Source: an optimization exercise on an open RTL-to-GDS flow (aim: small area and a short achievable clock period). Production flows keep margins and buffers that such runs may drop. At most, simulation tests tie the RTL to the original design; equivalence was not proved.

==> try-garnet: inputs <==
==> flow/design.v (excerpt) <==
module nes_cpu (
  input         clk,        
  input         b_rst,      
  input         b_nmi,      
  input         b_irq,      
  input  [7:0]  data_in,    
  output [15:0] addr,       
  output        r_bw,       
  output [7:0]  data_out    
  );
clock: 12.0 ns
lec_check: 0
abc_area: 1
cap_margin: 20
core_margin: 2
core_utilization: 40
setup_slack_margin: 5
slew_margin: 20
run.sh (not shown) runs the stock make flow with config.mk's settings and CLKGATE_MAP_FILE= SYNTH_SCRIPT=/design/flow/synth_recipe.tcl, a recipe that flattens the netlist after the stock synthesis.
==> inputs of try-amber, as changes to try-garnet <==
--- a/flow/design.v
+++ b/flow/design.v
@@ -1809,19 +1809,22 @@
   assign {cq_Cin, cq_CinUseC, cq_Funct, cq_OpBF, cq_OpBFEN, cq_RbW,
           cq_W203, cq_S205, cq_S207, cq_S304, cq_SDMA1,
           cq_ADL, cq_ADH, cq_DB, cq_SB,
           cq_NMI_SD, cq_IRQ_SD, cq_IFlgB, cq_ABL_EN, cq_ABH_EN} = ctl_q;
   wire br_taken = ((CU_PstInstrX==3'b000) & ~CU_NFlg) | ((CU_PstInstrX==3'b001) & CU_NFlg) | ((CU_PstInstrX==3'b010) & ~CU_VFlg) | ((CU_PstInstrX==3'b011) & CU_VFlg) | ((CU_PstInstrX==3'b100) & ~CU_CFlg) | ((CU_PstInstrX==3'b101) & CU_CFlg) | ((CU_PstInstrX==3'b110) & ~CU_ZFlg) | ((CU_PstInstrX==3'b111) & CU_ZFlg);
-  wire br_add = cq_S205 & br_taken;
-  wire dma_sel = (cq_S207 & !CU_bDMA_Flg) | (cq_SDMA1 & (CU_DMA_By != 8'h00));
+  wire cs_S205 = (cur_state == ST2_05);
+  wire cs_S304 = (cur_state == ST3_04);
+  wire cs_W203 = (cur_state == ST2_03) & (CU_InstrX==3'b100);
+  wire br_add = cs_S205 & br_taken;
+  wire dma_sel = ((cur_state == ST2_07) & !CU_bDMA_Flg) | ((cur_state == DMA1) & (CU_DMA_By != 8'h00));
   always @*
   begin
     CU_ALU_Cin = cq_Cin | (cq_CinUseC & CU_CFlg);
     CU_ALU_Funct = br_add ? ADC : cq_Funct;
-    CU_ALU_OpBFunct = {cq_OpBF[1], cq_OpBF[0] | (cq_S304 & Offset_sign)};
+    CU_ALU_OpBFunct = {cq_OpBF[1], cq_OpBF[0] | (cs_S304 & Offset_sign)};
     CU_ALU_OpBFunctEN = cq_OpBFEN;
-    CU_R_bW = cq_RbW & ~(cq_W203 & ~CU_ALU_CFlg);
+    CU_R_bW = cq_RbW & ~(cs_W203 & ~CU_ALU_CFlg);
     CU_ADL_Sel = br_add ? ALUout_to_ADL : dma_sel ? DMABy_to_ADL : cq_ADL;
     CU_ADH_Sel = dma_sel ? DMAPg_to_ADH : cq_ADH;
     CU_DB_Sel = cq_DB;
     CU_SB_Sel = dma_sel ? ALUout_to_SB : cq_SB;
     CU_bNMI_SD = cq_NMI_SD;
@@ -1832,11 +1835,11 @@
  begin
  CU_DMA_By_EN = Dis;
  CU_PCH_EN = Dis;
  CU_PCL_EN = Dis;
  CU_SP_EN = Dis;
- CU_ABL_EN = cq_ABL_EN;
+ CU_ABL_EN = cq_ABL_EN & ~(br_add & (CU_OpB_sign ^ CU_ALU_CFlg));
  CU_ABH_EN = cq_ABH_EN;
  CU_DIR_EN = Dis;
  CU_InstrR_EN = Dis;
  CU_PstInstrR_EN = Dis;
  CU_PstInstrR_Clr = Off;
@@ -2041,12 +2044,10 @@
       CU_InstrR_EN = En;
       CU_OpB_Bus_Sel = DB_to_OpBB;
       CU_OpA_Bus_Sel = SB_to_OpAB;
       CU_OpA_EN = En;
       CU_OpB_EN = En;
-      CU_ABH_EN = En;
-      CU_ABL_EN = En;
       if (((CU_PstInstrX==3'b000) & ~CU_NFlg) | ((CU_PstInstrX==3'b001) & CU_NFlg) | ((CU_PstInstrX==3'b010) & ~CU_VFlg) | ((CU_PstInstrX==3'b011) & CU_VFlg) | ((CU_PstInstrX==3'b100) & ~CU_CFlg) | ((CU_PstInstrX==3'b101) & CU_CFlg) | ((CU_PstInstrX==3'b110) & ~CU_ZFlg) | ((CU_PstInstrX==3'b111) & CU_ZFlg) )
         CU_PC_Bus_Sel = ADD_to_PCB;
       else
         CU_PC_Bus_Sel = ADDp1_to_PCB;
       CU_PCH_EN = En;
@@ -2111,18 +2112,14 @@
       CU_OpA_EN = En;
       CU_OpB_EN = En;
       CU_DIR_EN = Dis;
       CU_PCH_EN = Dis;
       CU_PCL_EN = En;
-      CU_ABL_EN = Dis;
-      CU_ABH_EN = En;
     end
     ST3_05:
     begin
       CU_DIR_EN = En;
-      CU_ABL_EN = En;
-      CU_ABH_EN = En;
     end
     ST3_06:
     begin
       CU_DIR_EN = Dis;
       CU_OpB_Bus_Sel = DB_to_OpBB;
==> flow_summary.ini <==
[outcome]
outcome = finished clean

[worst_setup_path]
path_cells = a21oi_1, fa_1, fa_1, inv_1, nand3_1, nand2_1, nand4_1, o211ai_1, nand2_2, nand3_1, nand3_1, nand2_2, nand2_4, nor2_4, nand2_8, nand4_1, buf_4, inv_4, o21ai_1, clkdlybuf4s50_1
crit_path_end = addr[12]
cp_top_family = simple AND/OR/NAND/NOR gates
r2r_slack_ns = 6.29

[cells_and_area]
buffers = 55
layout-drive-gt1-share = 0.08000

[detailed_routing]
wl_met2_um = 25740

[hold_path]
worst_hold_path.endpoint = CU_IntCpt_I0.CU_bIRQ_Flg$_DFF_PN1_
-- figures above: try-garnet

==> flow_summary.ini <==
[outcome]
outcome = finished clean

[worst_setup_path]
crit_path_end = addr[6]
path_cells = nor2_8, nand4_4, buf_4, buf_4, nand4_1, nand2_1, inv_1, nor2_4, inv_1, nor2_1, inv_1, a21oi_1, o21ai_0, nand3_1, o21ai_2, inv_1, ha_1, o21ai_0, o211ai_1, nand3_1, nand2_1, inv_1, o21ai_0, clkdlybuf4s50_1
cp_top_family = buffers and inverters
r2r_slack_ns = 6.05

[cells_and_area]
buffers = 70
layout-drive-gt1-share = 0.1211

[hold_path]
worst_hold_path.endpoint = CPU_DP_I0.DP_PCH[5]$_DFFE_PN0P_
-- figures above: try-amber

No run of this note included a check of the RTL's function; only the layout flow was run.

==> 09-18: inputs <==
Another version of the RTL of nes_cpu (not shown whole).
clock: 12.0 ns
lec_check: 0
abc_area: 1
cap_margin: 20
core_margin: 2
core_utilization: 40
setup_slack_margin: 5
slew_margin: 20
==> inputs of 10-28, as changes to 09-18 <==
--- a/flow/design.v
+++ b/flow/design.v
@@ -1969,24 +1969,21 @@
   wire cq_NMI_SD, cq_IRQ_SD, cq_IFlgB, cq_ABL_EN, cq_ABH_EN;
   assign {cq_Cin, cq_CinUseC, cq_Funct, cq_OpBF, cq_OpBFEN, cq_RbW,
           cq_W203, cq_S205, cq_S207, cq_S304, cq_SDMA1,
           cq_ADL, cq_ADH, cq_DB, cq_SB,
           cq_NMI_SD, cq_IRQ_SD, cq_IFlgB, cq_ABL_EN, cq_ABH_EN} = ctl_q;
   wire br_taken = ((CU_PstInstrX==3'b000) & ~CU_NFlg) | ((CU_PstInstrX==3'b001) & CU_NFlg) | ((CU_PstInstrX==3'b010) & ~CU_VFlg) | ((CU_PstInstrX==3'b011) & CU_VFlg) | ((CU_PstInstrX==3'b100) & ~CU_CFlg) | ((CU_PstInstrX==3'b101) & CU_CFlg) | ((CU_PstInstrX==3'b110) & ~CU_ZFlg) | ((CU_PstInstrX==3'b111) & CU_ZFlg);
-  wire cs_S205 = (cur_state == ST2_05);
-  wire cs_S304 = (cur_state == ST3_04);
-  wire cs_W203 = (cur_state == ST2_03) & (CU_InstrX==3'b100);
-  wire br_add = cs_S205 & br_taken;
-  wire dma_sel = ((cur_state == ST2_07) & !CU_bDMA_Flg) | ((cur_state == DMA1) & (CU_DMA_By != 8'h00));
+  wire br_add = cq_S205 & br_taken;
+  wire dma_sel = (cq_S207 & !CU_bDMA_Flg) | (cq_SDMA1 & (CU_DMA_By != 8'h00));
   always @*
   begin
     CU_ALU_Cin = cq_Cin | (cq_CinUseC & CU_CFlg);
     CU_ALU_Funct = br_add ? ADC : cq_Funct;
-    CU_ALU_OpBFunct = {cq_OpBF[1], cq_OpBF[0] | (cs_S304 & Offset_sign)};
+    CU_ALU_OpBFunct = {cq_OpBF[1], cq_OpBF[0] | (cq_S304 & Offset_sign)};
     CU_ALU_OpBFunctEN = cq_OpBFEN;
-    CU_R_bW = cq_RbW & ~(cs_W203 & ~CU_ALU_CFlg);
+    CU_R_bW = cq_RbW & ~(cq_W203 & ~CU_ALU_CFlg);
     CU_ADL_Sel = br_add ? ALUout_to_ADL : dma_sel ? DMABy_to_ADL : cq_ADL;
     CU_ADH_Sel = dma_sel ? DMAPg_to_ADH : cq_ADH;
     CU_DB_Sel = cq_DB;
     CU_SB_Sel = dma_sel ? ALUout_to_SB : cq_SB;
     CU_bNMI_SD = cq_NMI_SD;
     CU_bIRQ_SD = cq_IRQ_SD;
@@ -1995,13 +1992,13 @@
  begin
  begin
  CU_DMA_By_EN = Dis;
  CU_PCH_EN = Dis;
  CU_PCL_EN = Dis;
  CU_SP_EN = Dis;
- CU_ABL_EN = cq_ABL_EN & ~(br_add & (CU_OpB_sign ^ CU_ALU_CFlg));
+ CU_ABL_EN = cq_ABL_EN;
  CU_ABH_EN = cq_ABH_EN;
  CU_DIR_EN = Dis;
  CU_InstrR_EN = Dis;
  CU_PstInstrR_EN = Dis;
  CU_PstInstrR_Clr = Off;
  CU_XR_EN = Dis;
@@ -2204,12 +2201,14 @@
     begin
       CU_InstrR_EN = En;
       CU_OpB_Bus_Sel = DB_to_OpBB;
       CU_OpA_Bus_Sel = SB_to_OpAB;
       CU_OpA_EN = En;
       CU_OpB_EN = En;
+      CU_ABH_EN = En;
+      CU_ABL_EN = En;
       if (((CU_PstInstrX==3'b000) & ~CU_NFlg) | ((CU_PstInstrX==3'b001) & CU_NFlg) | ((CU_PstInstrX==3'b010) & ~CU_VFlg) | ((CU_PstInstrX==3'b011) & CU_VFlg) | ((CU_PstInstrX==3'b100) & ~CU_CFlg) | ((CU_PstInstrX==3'b101) & CU_CFlg) | ((CU_PstInstrX==3'b110) & ~CU_ZFlg) | ((CU_PstInstrX==3'b111) & CU_ZFlg) )
         CU_PC_Bus_Sel = ADD_to_PCB;
       else
         CU_PC_Bus_Sel = ADDp1_to_PCB;
       CU_PCH_EN = En;
       CU_PCL_EN = En;
@@ -2272,16 +2271,20 @@
       CU_OpA_Bus_Sel = Zero_to_OpAB;
       CU_OpA_EN = En;
       CU_OpB_EN = En;
       CU_DIR_EN = Dis;
       CU_PCH_EN = Dis;
       CU_PCL_EN = En;
+      CU_ABL_EN = Dis;
+      CU_ABH_EN = En;
     end
     ST3_05:
     begin
       CU_DIR_EN = En;
+      CU_ABL_EN = En;
+      CU_ABH_EN = En;
     end
     ST3_06:
     begin
       CU_DIR_EN = Dis;
       CU_OpB_Bus_Sel = DB_to_OpBB;
       CU_OpA_Bus_Sel = Zero_to_OpAB;
- CORE_UTILIZATION: 40 -> 60
==> inputs of 09-08, as changes to 09-18 <==
--- a/flow/design.v
+++ b/flow/design.v
@@ -112,40 +112,39 @@
   parameter SHL = 2'b01;     
   parameter INC = 2'b10;     
   parameter DEC = 2'b11;     
   reg [NumB-1:0] OpB_reg;
   reg            CShFlg_reg;
   reg            CAdFlg_reg;
-  wire           dec = ALU_OpB_Funct[0];
-  wire [NumB-1:0] OpB_x = OpB ^ {NumB{dec}};
-  wire [NumB:0]   OpB_inc = {1'b0, OpB_x} + 1'b1;
   always @*
   begin
     if(ALU_OpB_FunctEn)
       case (ALU_OpB_Funct)
         SHR:     {OpB_reg, CShFlg_reg} = {Cin, OpB[NumB-1:0]};
         SHL:     {CShFlg_reg, OpB_reg} = {OpB[NumB-1:0], Cin};
-        default: {CShFlg_reg, OpB_reg} = {OpB_inc[NumB], OpB_inc[NumB-1:0] ^ {NumB{dec}}};
+        INC:     {CShFlg_reg, OpB_reg} = OpB + 1'b1;
+        DEC:     {CShFlg_reg, OpB_reg} = OpB - 1'b1;
+        default: {CShFlg_reg, OpB_reg} = {1'b0, OpB};
       endcase
     else
       {CShFlg_reg, OpB_reg} = {1'b0, OpB};
   end
-  wire [NumB:0] Sum = OpA + OpB + Cin;
   always @*
   begin
     case (ALU_Funct)
       OR:       {CAdFlg_reg, ALU_Rslt} = {1'b0, OpA | OpB_reg};
       AND:      {CAdFlg_reg, ALU_Rslt} = {1'b0, OpA & OpB_reg};
       XOR:      {CAdFlg_reg, ALU_Rslt} = {1'b0, OpA ^ OpB_reg};
-      default:  {CAdFlg_reg, ALU_Rslt} = Sum;
+      ADC:      {CAdFlg_reg, ALU_Rslt} = OpA + OpB_reg + Cin;
+      default:  {CAdFlg_reg, ALU_Rslt} = {1'b0, OpA | OpB_reg};
     endcase
   end
   assign NFlg = ALU_Rslt[NumB-1];
   assign ZFlg = (ALU_Rslt) ? 1'b0 : 1'b1;
   assign VFlg = (ALU_Funct == AND) ? ALU_Rslt[NumB-2] :
-                (ALU_Funct == ADC) ? ( (OpA[NumB-1] ~^ OpB[NumB-1]) & (OpA[NumB-1] ^ ALU_Rslt[NumB-1]) ) :
+                (ALU_Funct == ADC) ? ( (OpA[NumB-1] ~^ OpB_reg[NumB-1]) & (OpA[NumB-1] ^ ALU_Rslt[NumB-1]) ) :
                 1'b0;
   assign CFlg = (ALU_Funct == ADC) ? CAdFlg_reg : CShFlg_reg;
 endmodule:NES_ALU
 module CPU_DP #(parameter NumDb=8)(
   input clk, b_rst,
   input CU_R_bW,
@@ -419,13 +418,13 @@
       if (CU_CFlg_EN)
         DP_CFlg <= CU_CFlgB;
     end  
     end
   end
   reg [NumDb-1:0] DP_ADL_m, DP_ADH_base, DP_SB_m, DP_ADH_m, DP_DB_m, DP_OpAB_m, DP_OpBB_m;
-  reg [2*NumDb-1:0] DP_PCB_m, DP_PCB_inc;
+  reg [2*NumDb-1:0] DP_PCB_m;
   always @*
   begin
     case (CU_ADL_Sel)
       PCL_to_ADL:    DP_ADL_m = DP_PCL;
       SP_to_ADL:     DP_ADL_m = DP_SP;
       DIR_to_ADL:    DP_ADL_m = DP_DIR;
@@ -467,21 +466,19 @@
     case (CU_OpBB_Sel)
       ADH_to_OpBB:   DP_OpBB_m = DP_ADH_m;
       ADL_to_OpBB:   DP_OpBB_m = DP_ADL_m;
       DB_to_OpBB:    DP_OpBB_m = DP_DB_m;
       default:       DP_OpBB_m = ~DP_DB_m;
     endcase
-    DP_PCB_inc = ((CU_PCB_Sel==PCp1_to_PCB) ? {DP_PCH,DP_PCL} : {DP_ADH_m,DP_ADL_m})
-                 + (CU_PCB_Sel==PCp1_to_PCB || CU_PCB_Sel==ADDp1_to_PCB);
     case (CU_PCB_Sel)
-      PCp1_to_PCB,
-      ADDp1_to_PCB,
-      ADD_to_PCB:      DP_PCB_m = DP_PCB_inc;
+      PCp1_to_PCB:     DP_PCB_m = {DP_PCH,DP_PCL} + 1'b1;
+      ADDp1_to_PCB:    DP_PCB_m = {DP_ADH_m,DP_ADL_m} + 1'b1;
       VctIRQ_to_PCB:   DP_PCB_m = {{2*NumDb-3{1'b1}},3'b110};
       VctNMI_to_PCB:   DP_PCB_m = {{2*NumDb-3{1'b1}},3'b010};
       VctSTART_to_PCB: DP_PCB_m = {{2*NumDb-3{1'b1}},3'b100};
+      ADD_to_PCB:      DP_PCB_m = {DP_ADH_m,DP_ADL_m};
       default:         DP_PCB_m = {2*NumDb{1'b0}};
     endcase
   end
   assign DP_ADL = DP_ADL_m;
   assign DP_ADH = DP_ADH_m;
   assign DP_SB  = DP_SB_m;
@@ -1969,24 +1966,21 @@
   wire cq_NMI_SD, cq_IRQ_SD, cq_IFlgB, cq_ABL_EN, cq_ABH_EN;
   assign {cq_Cin, cq_CinUseC, cq_Funct, cq_OpBF, cq_OpBFEN, cq_RbW,
           cq_W203, cq_S205, cq_S207, cq_S304, cq_SDMA1,
           cq_ADL, cq_ADH, cq_DB, cq_SB,
           cq_NMI_SD, cq_IRQ_SD, cq_IFlgB, cq_ABL_EN, cq_ABH_EN} = ctl_q;
   wire br_taken = ((CU_PstInstrX==3'b000) & ~CU_NFlg) | ((CU_PstInstrX==3'b001) & CU_NFlg) | ((CU_PstInstrX==3'b010) & ~CU_VFlg) | ((CU_PstInstrX==3'b011) & CU_VFlg) | ((CU_PstInstrX==3'b100) & ~CU_CFlg) | ((CU_PstInstrX==3'b101) & CU_CFlg) | ((CU_PstInstrX==3'b110) & ~CU_ZFlg) | ((CU_PstInstrX==3'b111) & CU_ZFlg);
-  wire cs_S205 = (cur_state == ST2_05);
-  wire cs_S304 = (cur_state == ST3_04);
-  wire cs_W203 = (cur_state == ST2_03) & (CU_InstrX==3'b100);
-  wire br_add = cs_S205 & br_taken;
-  wire dma_sel = ((cur_state == ST2_07) & !CU_bDMA_Flg) | ((cur_state == DMA1) & (CU_DMA_By != 8'h00));
+  wire br_add = cq_S205 & br_taken;
+  wire dma_sel = (cq_S207 & !CU_bDMA_Flg) | (cq_SDMA1 & (CU_DMA_By != 8'h00));
   always @*
   begin
     CU_ALU_Cin = cq_Cin | (cq_CinUseC & CU_CFlg);
     CU_ALU_Funct = br_add ? ADC : cq_Funct;
-    CU_ALU_OpBFunct = {cq_OpBF[1], cq_OpBF[0] | (cs_S304 & Offset_sign)};
+    CU_ALU_OpBFunct = {cq_OpBF[1], cq_OpBF[0] | (cq_S304 & Offset_sign)};
     CU_ALU_OpBFunctEN = cq_OpBFEN;
-    CU_R_bW = cq_RbW & ~(cs_W203 & ~CU_ALU_CFlg);
+    CU_R_bW = cq_RbW & ~(cq_W203 & ~CU_ALU_CFlg);
     CU_ADL_Sel = br_add ? ALUout_to_ADL : dma_sel ? DMABy_to_ADL : cq_ADL;
     CU_ADH_Sel = dma_sel ? DMAPg_to_ADH : cq_ADH;
     CU_DB_Sel = cq_DB;
     CU_SB_Sel = dma_sel ? ALUout_to_SB : cq_SB;
     CU_bNMI_SD = cq_NMI_SD;
     CU_bIRQ_SD = cq_IRQ_SD;
@@ -1995,13 +1989,13 @@
  begin
  begin
  CU_DMA_By_EN = Dis;
  CU_PCH_EN = Dis;
  CU_PCL_EN = Dis;
  CU_SP_EN = Dis;
- CU_ABL_EN = cq_ABL_EN & ~(br_add & (CU_OpB_sign ^ CU_ALU_CFlg));
+ CU_ABL_EN = cq_ABL_EN;
  CU_ABH_EN = cq_ABH_EN;
  CU_DIR_EN = Dis;
  CU_InstrR_EN = Dis;
  CU_PstInstrR_EN = Dis;
  CU_PstInstrR_Clr = Off;
  CU_XR_EN = Dis;
@@ -2204,12 +2198,14 @@
     begin
       CU_InstrR_EN = En;
       CU_OpB_Bus_Sel = DB_to_OpBB;
       CU_OpA_Bus_Sel = SB_to_OpAB;
       CU_OpA_EN = En;
       CU_OpB_EN = En;
+      CU_ABH_EN = En;
+      CU_ABL_EN = En;
       if (((CU_PstInstrX==3'b000) & ~CU_NFlg) | ((CU_PstInstrX==3'b001) & CU_NFlg) | ((CU_PstInstrX==3'b010) & ~CU_VFlg) | ((CU_PstInstrX==3'b011) & CU_VFlg) | ((CU_PstInstrX==3'b100) & ~CU_CFlg) | ((CU_PstInstrX==3'b101) & CU_CFlg) | ((CU_PstInstrX==3'b110) & ~CU_ZFlg) | ((CU_PstInstrX==3'b111) & CU_ZFlg) )
         CU_PC_Bus_Sel = ADD_to_PCB;
       else
         CU_PC_Bus_Sel = ADDp1_to_PCB;
       CU_PCH_EN = En;
       CU_PCL_EN = En;
@@ -2272,16 +2268,20 @@
       CU_OpA_Bus_Sel = Zero_to_OpAB;
       CU_OpA_EN = En;
       CU_OpB_EN = En;
       CU_DIR_EN = Dis;
       CU_PCH_EN = Dis;
       CU_PCL_EN = En;
+      CU_ABL_EN = Dis;
+      CU_ABH_EN = En;
     end
     ST3_05:
     begin
       CU_DIR_EN = En;
+      CU_ABL_EN = En;
+      CU_ABH_EN = En;
     end
     ST3_06:
     begin
       CU_DIR_EN = Dis;
       CU_OpB_Bus_Sel = DB_to_OpBB;
       CU_OpA_Bus_Sel = Zero_to_OpAB;
- ABC_AREA: 1 -> default
- SETUP_SLACK_MARGIN: 5 -> 3.5
==> inputs of 12-20, as changes to 09-18 <==
--- a/flow/design.v
+++ b/flow/design.v
@@ -1969,24 +1969,21 @@
   wire cq_NMI_SD, cq_IRQ_SD, cq_IFlgB, cq_ABL_EN, cq_ABH_EN;
   assign {cq_Cin, cq_CinUseC, cq_Funct, cq_OpBF, cq_OpBFEN, cq_RbW,
           cq_W203, cq_S205, cq_S207, cq_S304, cq_SDMA1,
           cq_ADL, cq_ADH, cq_DB, cq_SB,
           cq_NMI_SD, cq_IRQ_SD, cq_IFlgB, cq_ABL_EN, cq_ABH_EN} = ctl_q;
   wire br_taken = ((CU_PstInstrX==3'b000) & ~CU_NFlg) | ((CU_PstInstrX==3'b001) & CU_NFlg) | ((CU_PstInstrX==3'b010) & ~CU_VFlg) | ((CU_PstInstrX==3'b011) & CU_VFlg) | ((CU_PstInstrX==3'b100) & ~CU_CFlg) | ((CU_PstInstrX==3'b101) & CU_CFlg) | ((CU_PstInstrX==3'b110) & ~CU_ZFlg) | ((CU_PstInstrX==3'b111) & CU_ZFlg);
-  wire cs_S205 = (cur_state == ST2_05);
-  wire cs_S304 = (cur_state == ST3_04);
-  wire cs_W203 = (cur_state == ST2_03) & (CU_InstrX==3'b100);
-  wire br_add = cs_S205 & br_taken;
-  wire dma_sel = ((cur_state == ST2_07) & !CU_bDMA_Flg) | ((cur_state == DMA1) & (CU_DMA_By != 8'h00));
+  wire br_add = cq_S205 & br_taken;
+  wire dma_sel = (cq_S207 & !CU_bDMA_Flg) | (cq_SDMA1 & (CU_DMA_By != 8'h00));
   always @*
   begin
     CU_ALU_Cin = cq_Cin | (cq_CinUseC & CU_CFlg);
     CU_ALU_Funct = br_add ? ADC : cq_Funct;
-    CU_ALU_OpBFunct = {cq_OpBF[1], cq_OpBF[0] | (cs_S304 & Offset_sign)};
+    CU_ALU_OpBFunct = {cq_OpBF[1], cq_OpBF[0] | (cq_S304 & Offset_sign)};
     CU_ALU_OpBFunctEN = cq_OpBFEN;
-    CU_R_bW = cq_RbW & ~(cs_W203 & ~CU_ALU_CFlg);
+    CU_R_bW = cq_RbW & ~(cq_W203 & ~CU_ALU_CFlg);
     CU_ADL_Sel = br_add ? ALUout_to_ADL : dma_sel ? DMABy_to_ADL : cq_ADL;
     CU_ADH_Sel = dma_sel ? DMAPg_to_ADH : cq_ADH;
     CU_DB_Sel = cq_DB;
     CU_SB_Sel = dma_sel ? ALUout_to_SB : cq_SB;
     CU_bNMI_SD = cq_NMI_SD;
     CU_bIRQ_SD = cq_IRQ_SD;
@@ -1995,13 +1992,13 @@
  begin
  begin
  CU_DMA_By_EN = Dis;
  CU_PCH_EN = Dis;
  CU_PCL_EN = Dis;
  CU_SP_EN = Dis;
- CU_ABL_EN = cq_ABL_EN & ~(br_add & (CU_OpB_sign ^ CU_ALU_CFlg));
+ CU_ABL_EN = cq_ABL_EN;
  CU_ABH_EN = cq_ABH_EN;
  CU_DIR_EN = Dis;
  CU_InstrR_EN = Dis;
  CU_PstInstrR_EN = Dis;
  CU_PstInstrR_Clr = Off;
  CU_XR_EN = Dis;
@@ -2204,12 +2201,14 @@
     begin
       CU_InstrR_EN = En;
       CU_OpB_Bus_Sel = DB_to_OpBB;
       CU_OpA_Bus_Sel = SB_to_OpAB;
       CU_OpA_EN = En;
       CU_OpB_EN = En;
+      CU_ABH_EN = En;
+      CU_ABL_EN = En;
       if (((CU_PstInstrX==3'b000) & ~CU_NFlg) | ((CU_PstInstrX==3'b001) & CU_NFlg) | ((CU_PstInstrX==3'b010) & ~CU_VFlg) | ((CU_PstInstrX==3'b011) & CU_VFlg) | ((CU_PstInstrX==3'b100) & ~CU_CFlg) | ((CU_PstInstrX==3'b101) & CU_CFlg) | ((CU_PstInstrX==3'b110) & ~CU_ZFlg) | ((CU_PstInstrX==3'b111) & CU_ZFlg) )
         CU_PC_Bus_Sel = ADD_to_PCB;
       else
         CU_PC_Bus_Sel = ADDp1_to_PCB;
       CU_PCH_EN = En;
       CU_PCL_EN = En;
@@ -2272,16 +2271,20 @@
       CU_OpA_Bus_Sel = Zero_to_OpAB;
       CU_OpA_EN = En;
       CU_OpB_EN = En;
       CU_DIR_EN = Dis;
       CU_PCH_EN = Dis;
       CU_PCL_EN = En;
+      CU_ABL_EN = Dis;
+      CU_ABH_EN = En;
     end
     ST3_05:
     begin
       CU_DIR_EN = En;
+      CU_ABL_EN = En;
+      CU_ABH_EN = En;
     end
     ST3_06:
     begin
       CU_DIR_EN = Dis;
       CU_OpB_Bus_Sel = DB_to_OpBB;
       CU_OpA_Bus_Sel = Zero_to_OpAB;
- ABC_AREA: 1 -> default
==> out/metrics.csv <==
metric;value;unit
Synth Instances;1943;
met3 WL;6.64;mm
Finished Core Util;46.3;%
Antenna diodes;0;
HP Start;CPU_DP_I0.DP_ABH_q[7];
worst-skew pair later-pin latency;0.48;ns
Area Growth Syn to Fin;13.9;%
multi-input combinational area share;61.5;%
worst hold stages;2;
initial antenna violation count;0;
status;finished clean;
sequential fraction of the synthesis area;27.6;%
# the run above: 12-20

==> out/metrics.csv <==
metric;value;unit
worst setup slack after layout;5.07;ns
multi-input combinational area share;54.6;%
initial antenna violation count;1;
area share of buffers outside the clock network;4.01;%
sequential fraction of the synthesis area;29.0;%
M3 GR Usage;7.55;%
Finished Core Util;46.2;%
Synth Instances;2246;
Post-synth EDFFs;0;
worst hold stages;2;
HP Start;CPU_DP_I0.DP_NFlg;
synthesized area per cell;6.30;um^2
status;finished clean;
met3 WL;6.19;mm
Antenna diodes;0;
max reg flops;24;
routability cong.;1.06;
Layout fillers;3735;
worst-skew pair later-pin latency;0.47;ns
# the run above: 09-18

==> out/metrics.csv <==
metric;value;unit
worst hold stages;1;
met3 WL;6.09;mm
Synth Area in Simple Gates;27.6;%
GRT Resource Usage Total;33.0;%
status;finished clean;
total grt overflow;0;
top cell type by total area after synthesis;dfrtp_1;
multi-input combinational area share;61.7;%
Synth Instances;1894;
sequential fraction of the synthesis area;27.4;%
Antenna diodes;0;
worst-skew pair later-pin latency;0.50;ns
grt peak-use layer;met2;
WP data required;9.60;ns
Area Growth Syn to Fin;7.64;%
most flop-heavy register;CU_CtlGen_I0.ctl_q;
HP Start;CU_CtlGen_I0.ctl_q[4];
# the run above: 09-08

==> out/metrics.csv <==
metric;value;unit
multi-input logic area;8180;um^2
site row count;55;
Final min period;6.92;ns
worst-skew pair later-pin latency;0.46;ns
worst hold stages;2;
Finished Core Util;67.1;%
HP Start;CPU_DP_I0.DP_DMA_Pg[0];
initial antenna violation count;2;
Antenna diodes;1;
Crit path max-delay family;simple AND/OR/NAND/NOR gates;
multi-input combinational area share;54.0;%
status;finished clean;
met3 WL;8.00;mm
sequential fraction of the synthesis area;30.7;%
Area Growth Syn to Fin;10.2;%
Synth Instances;2194;
largest net degree at the start of global routing;110;
# the run above: 10-28

Function not checked in 09-18 and 09-08: the RTL went through the layout flow alone.

-- static timing again, ports no longer ideal --
The results above use ideal ports. As a check the final layouts listed here were re-extracted and re-timed, cells and wires unchanged. Step 1 (the two cells are an assumption about what drives the block):
set clk [get_ports {clk}]
set_driving_cell -lib_cell sky130_fd_sc_hd__clkbuf_16 $clk
set_driving_cell -lib_cell sky130_fd_sc_hd__buf_2 [delete_from_list [all_inputs] $clk]
Step 2 adds t to the input delays and takes it off the output delays; t is the mean of the earliest and latest rising clock arrival at the registers after step 1. Input paths then give back, and output paths get back, about the clock's delay inside the block. a / b / c = ideal ports / drivers / drivers and shift; a / b = the first two.
| run | t, ns | slack for setup (ns) | slew at the worst register clock pin (ns) | worst data-port slew with drivers (ns) | pins driven straight from the clock port |
|---|---|---|---|---|---|
| try-garnet | 0.509 | 5.013 / 4.959 / 5.468 | 0.08 / 0.08 | 0.04 | 1 |
| try-amber | 0.510 | 5.087 / 5.032 / 5.542 | 0.08 / 0.08 | 0.04 | 1 |
| 09-18 | 0.515 | 5.073 / 5.014 / 5.529 | 0.08 / 0.08 | 0.04 | 1 |
| 10-28 | 0.497 | 5.077 / 5.027 / 5.524 | 0.08 / 0.08 | 0.06 | 1 |
| 09-08 | 0.545 | 3.701 / 3.643 / 4.188 | 0.08 / 0.08 | 0.04 | 1 |
| 12-20 | 0.522 | 4.880 / 4.828 / 5.310 | 0.08 / 0.08 | 0.05 | 1 |
After both steps every run listed still meets setup and hold.
